From an optimization exercise on the open Yosys and OpenROAD flow, aimed at small area, a short achievable clock period and few clock cycles per item; shortcuts taken in it are not production practice. Where RTL was checked, it was by simulation tests only, not by an equivalence proof against the original.

// fp_sqrt
module fp_sqrt(reset, clk, i_sign, i_exp, i_frac, ready, o_sign, o_exp, o_frac);
export LEC_CHECK = 0
export ABC_AREA = 1
export ABC_CLOCK_PERIOD_IN_PS = 2500
export CAP_MARGIN = 20
export CORE_MARGIN = 2
export CORE_UTILIZATION = 40
export PLACE_DENSITY = 0.75
export SETUP_SLACK_MARGIN = 5
export SLEW_MARGIN = 20
export TNS_END_PERCENT = 30
create_clock -name core_clock -period 11.0 [get_ports {clk}]
standard.sh (not shown) runs the stock make flow with config.mk's settings and CLKGATE_MAP_FILE= SYNTH_SCRIPT=/design/flow/synth_recipe.tcl, a recipe that flattens the netlist after the stock synthesis.
==> flow/flow/run.sh <==
#!/bin/bash
# The standard layout (the standard.sh, standard synthesis unchanged) with
# two changes to how the layout is made: the port buffers use the smallest
# buffer cell, and timing repair aims for 7.75 ns of setup slack.
set -o pipefail
bash standard.sh "BUFFER_PORTS_ARGS=-buffer_cell sky130_fd_sc_hd__buf_1" SETUP_SLACK_MARGIN=7.75  finish > flow_make.log 2>&1
Testbench counts at the start, summed over its fixed seeds: cycles 26,880, items 1,920.
Then changed:
- PLACE_DENSITY: 0.75 -> unset
- TNS_END_PERCENT: 30 -> 10
Effect:
- The changed run completed without violations
- core utilization decreases by 0.90 points
- worst hold slack got worse by 0.0061 ns
- fmax increases by about 0.8%
- sequential share of layout area increases by 0.28 points
- register-to-register slack got worse by 0.04 ns
- synthesized cell count stays the same
Then changed:
==> flow/flow/run.sh (replaced) <==
#!/bin/bash
# The standard layout (the standard.sh, standard synthesis unchanged) with
# two changes to how the layout is made: the port buffers use the smallest
# buffer cell, and timing repair aims for 8 ns of setup slack.
set -o pipefail
bash standard.sh "BUFFER_PORTS_ARGS=-buffer_cell sky130_fd_sc_hd__buf_1" SETUP_SLACK_MARGIN=8  finish > flow_make.log 2>&1
- TNS_END_PERCENT: 10 -> unset
The new run passed the timing, design-rule and antenna checks.
Die area is unchanged.
Synthesized area stays the same.
Final cell count increases by 4.2%.
Flip-flop and latch count stays the same.
Via count increases by 6.6%.
Non-clock buffer count increases by 70.
Design area increases by 15%.
Utilization increases by 7.0 points.
Synthesized cell count does not change.
Then changed:
==> flow/flow/run.sh (replaced) <==
#!/bin/bash
# The standard layout (the standard.sh, standard synthesis unchanged) with
# two changes to how the layout is made: the port buffers use the smallest
# buffer cell, and timing repair aims for 7.75 ns of setup slack.
set -o pipefail
bash standard.sh "BUFFER_PORTS_ARGS=-buffer_cell sky130_fd_sc_hd__buf_1" SETUP_SLACK_MARGIN=7.75  finish > flow_make.log 2>&1
- CTS_CLUSTER_DIAMETER: unset -> 100
- CTS_CLUSTER_SIZE: unset -> 40
- TNS_END_PERCENT: unset -> 30
The changed run finished with timing, DRC and antenna clean. Sequential cell count is unchanged. Count of clock-buffer cells in the layout is unchanged. Via count falls by a few percent. Sequential share of layout area rises by 1.5 points.

========
The RTL this note starts from:
==> flow/design.v <==
module integer_sqrt #(parameter K = 1, parameter S = 1) (clk, start, odd, frac, root, done);
    input clk;
    input start;
    input odd;
    input [51:0] frac;
    output [27:0] root;
    output done;
    localparam C  = (28 - S) / K;    
    localparam CW = (C < 16) ? 4 : 5;
    reg [28:0] q;                    
    reg rdy;                         
    reg [29:0] rem;                  
    reg [CW-1:0] cnt;                
    reg [2*K-1:0] p;                 
    assign root = q[27:0];
    assign done = rdy;
    function [2*K-1:0] fetch;
        input [CW-1:0] c;
        input e0;
        reg [K-1:0] ev;              
        reg [K:0]   od;              
        integer n, k, i;
        begin
            ev = 0;
            od = 0;
            for (n = 0; n < C; n = n + 1)
                if (c == n)
                    for (k = 0; k <= K; k = k + 1) begin
                        i = 25 - S - K*n - k;
                        if (k < K && i >= 0) ev[K-1-k] = frac[2*i];
                        if (i >= 0) od[K-k] = frac[2*i+1];
                    end
            for (k = 0; k < K; k = k + 1)
                fetch[2*K-1-2*k -: 2] = e0 ? {od[K-k], ev[K-1-k]} : {ev[K-1-k], od[K-1-k]};
        end
    endfunction
    localparam TW = 2*S + 2;
    function [2*S+2:0] topsqrt;      
        input [TW-1:0] mt;
        reg [S:0] r;
        reg [S+1:0] m;
        reg [S+3:0] t;
        integer u;
        begin
            r = 1;
            m = mt[TW-1:TW-2] - 1'b1;
            for (u = 0; u < S; u = u + 1) begin
                t = {m, mt[2*S-1-2*u -: 2]} - {r, 2'b01};
                if (!t[S+3]) begin
                    m = t;
                    r = {r, 1'b1};
                end else begin
                    m = {m, mt[2*S-1-2*u -: 2]};
                    r = {r, 1'b0};
                end
            end
            topsqrt = {r, m};
        end
    endfunction
    wire [2*S+2:0] tab_odd  [0:(1 << 2*S) - 1];
    wire [2*S+2:0] tab_even [0:(1 << 2*S+1) - 1];
    genvar v;
    generate
        for (v = 0; v < (1 << 2*S); v = v + 1) begin : todd
            assign tab_odd[v] = topsqrt({2'b01, v[2*S-1:0]});
        end
        for (v = 0; v < (1 << 2*S+1); v = v + 1) begin : teven
            assign tab_even[v] = topsqrt({1'b1, v[2*S:0]});
        end
    endgenerate
    wire [2*S+2:0] top_odd  = tab_odd[frac[51 -: 2*S]];
    wire [2*S+2:0] top_even = tab_even[frac[51 -: 2*S+1]];
    wire [S:0] r0 = odd ? top_odd[2*S+2 -: S+1] : top_even[2*S+2 -: S+1];
    wire [S+1:0] m0 = odd ? top_odd[S+1:0] : top_even[S+1:0];
    wire [29:0] rs [0:K/2];
    wire [28:0] qs [0:K/2];
    assign rs[0] = rem;
    assign qs[0] = q;
    genvar g;
    generate
        for (g = 0; g < K/2; g = g + 1) begin : stage
            wire [1:0] p1 = p[2*K-1-4*g -: 2];
            wire [1:0] p2 = p[2*K-3-4*g -: 2];
            wire sg = rs[g][29];
            wire [28:0] qn = qs[g] ^ {29{~sg}};
            wire [30:0] t1 = {rs[g][28:0], p1} + {qn, 2'b11};
            wire [30:0] x = {rs[g][26:0], p1, p2};
            wire [30:0] a = {qn[27:0], 3'b111};
            wire [30:0] b = {qn[26:0], 4'b1000};
            wire [30:0] t2s = x + a;
            wire [30:0] hp = x ^ a;
            wire [30:0] hg = x & a;
            wire [30:0] cs = hp ^ b;
            wire [30:0] cc = hg | (hp & b);
            wire [30:0] t2b = cs + {cc[29:0], 1'b0};
            wire s1 = t1[30];
            wire [30:0] t2 = (s1 == sg) ? t2b : t2s;
            assign rs[g+1] = {t2[30], t2[28:0]};
            assign qs[g+1] = {qs[g][26:0], ~s1, ~t2[30]};
        end
    endgenerate
    always @(posedge clk) begin
        if (start) begin
            q   <= r0;
            rdy <= 1'b0;
            rem <= m0;
            cnt <= 1;
            p   <= fetch(0, odd);
        end else begin
            if (!q[28]) q <= qs[K/2];
            rdy <= rdy | q[28-K];
            rem <= rs[K/2];
            cnt <= cnt + 1'b1;
            p   <= fetch(cnt, odd);
        end
    end
endmodule
module fp_sqrt(reset, clk, i_sign, i_exp, i_frac, ready, o_sign, o_exp, o_frac);
    input reset;
    input clk;
    input i_sign;
    input wire [10:0] i_exp;
    input wire [51:0] i_frac;
    output wire ready;
    output reg o_sign;
    output reg [10:0] o_exp;
    output wire [51:0] o_frac;
    wire [27:0] root;
    always @(posedge clk) begin
        if (reset) begin
            o_sign <= i_sign;
            o_exp  <= (i_exp >> 1) + 11'd511 + i_exp[0];
        end
    end
    integer_sqrt #(.K(2), .S(2)) rooter(.clk(clk), .start(reset), .odd(i_exp[0]),
                        .frac(i_frac), .root(root), .done(ready));
    assign o_frac = {root, 24'd0};
endmodule
clock: 11.0 ns
lec_check: 0
abc_area: 1
abc_clock_period_in_ps: 2500
cap_margin: 20
core_margin: 2
core_utilization: 40
setup_slack_margin: 5
slew_margin: 20
tns_end_percent: 30
==> flow/flow/run.sh <==
#!/bin/bash
# The standard layout (the standard.sh, standard synthesis unchanged) with
# two changes to how the layout is made: the port buffers use the smallest
# buffer cell, and timing repair aims for 7.6 ns of setup slack.
set -o pipefail
bash standard.sh "BUFFER_PORTS_ARGS=-buffer_cell sky130_fd_sc_hd__buf_1" SETUP_SLACK_MARGIN=7.6  finish > flow_make.log 2>&1
Next try:
==> flow/flow/run.sh (replaced) <==
#!/bin/bash
# The standard layout (the standard.sh, standard synthesis unchanged) with
# two changes to how the layout is made: the port buffers use the smallest
# buffer cell, and timing repair aims for 7.75 ns of setup slack.
set -o pipefail
bash standard.sh "BUFFER_PORTS_ARGS=-buffer_cell sky130_fd_sc_hd__buf_1" SETUP_SLACK_MARGIN=7.75  finish > flow_make.log 2>&1
The new run finished clean.
Final cell count rose by about 0.44%.
Register-to-register slack got worse by 0.07 ns.
Wire length rose by 5.7%.
Function was not checked in any run of this note: the RTL went through the layout flow alone.

## afterwards: timing with drivers on the ports
The flow's constraints put no driver on any port. The routed layouts listed below were extracted and timed again, unchanged, in two steps.
Step 1 assumes that a clkbuf_16 drives the clock port and a buf_2 every other input.
Step 2 moves the port delays by t, midway between the first and last clock arrival at a register: inputs arrive t later, outputs are due t later. That takes back most of the time a late clock gives input paths.
Three values: ideal, step 1, step 2; two values: the first two.
run | t (ns) | setup slack, ns | worst hold slack (ns) | pins driven straight from the clock port
the first run of note 1 | 0.404 | 7.708 / 7.660 / 7.339 | 0.465 / 0.465 / 0.465 | 1
the second run of note 1 | 0.403 | 7.735 / 7.684 / 7.360 | 0.459 / 0.459 / 0.459 | 1
the third run of note 1 | 0.398 | 7.776 / 7.730 / 7.381 | 0.452 / 0.452 / 0.452 | 1
the fourth run of note 1 | 0.404 | 7.729 / 7.680 / 7.355 | 0.459 / 0.459 / 0.459 | 1
the first run of note 2 | 0.392 | 7.665 / 7.627 / 7.289 | 0.458 / 0.458 / 0.458 | 1
the second run of note 2 | 0.406 | 7.638 / 7.611 / 7.254 | 0.458 / 0.458 / 0.458 | 1
After both steps setup and hold are still met in every run listed. The setup slack of the third run of note 1, which loses most, moves by -0.046 ns with the drivers and by -0.395 ns with both steps.
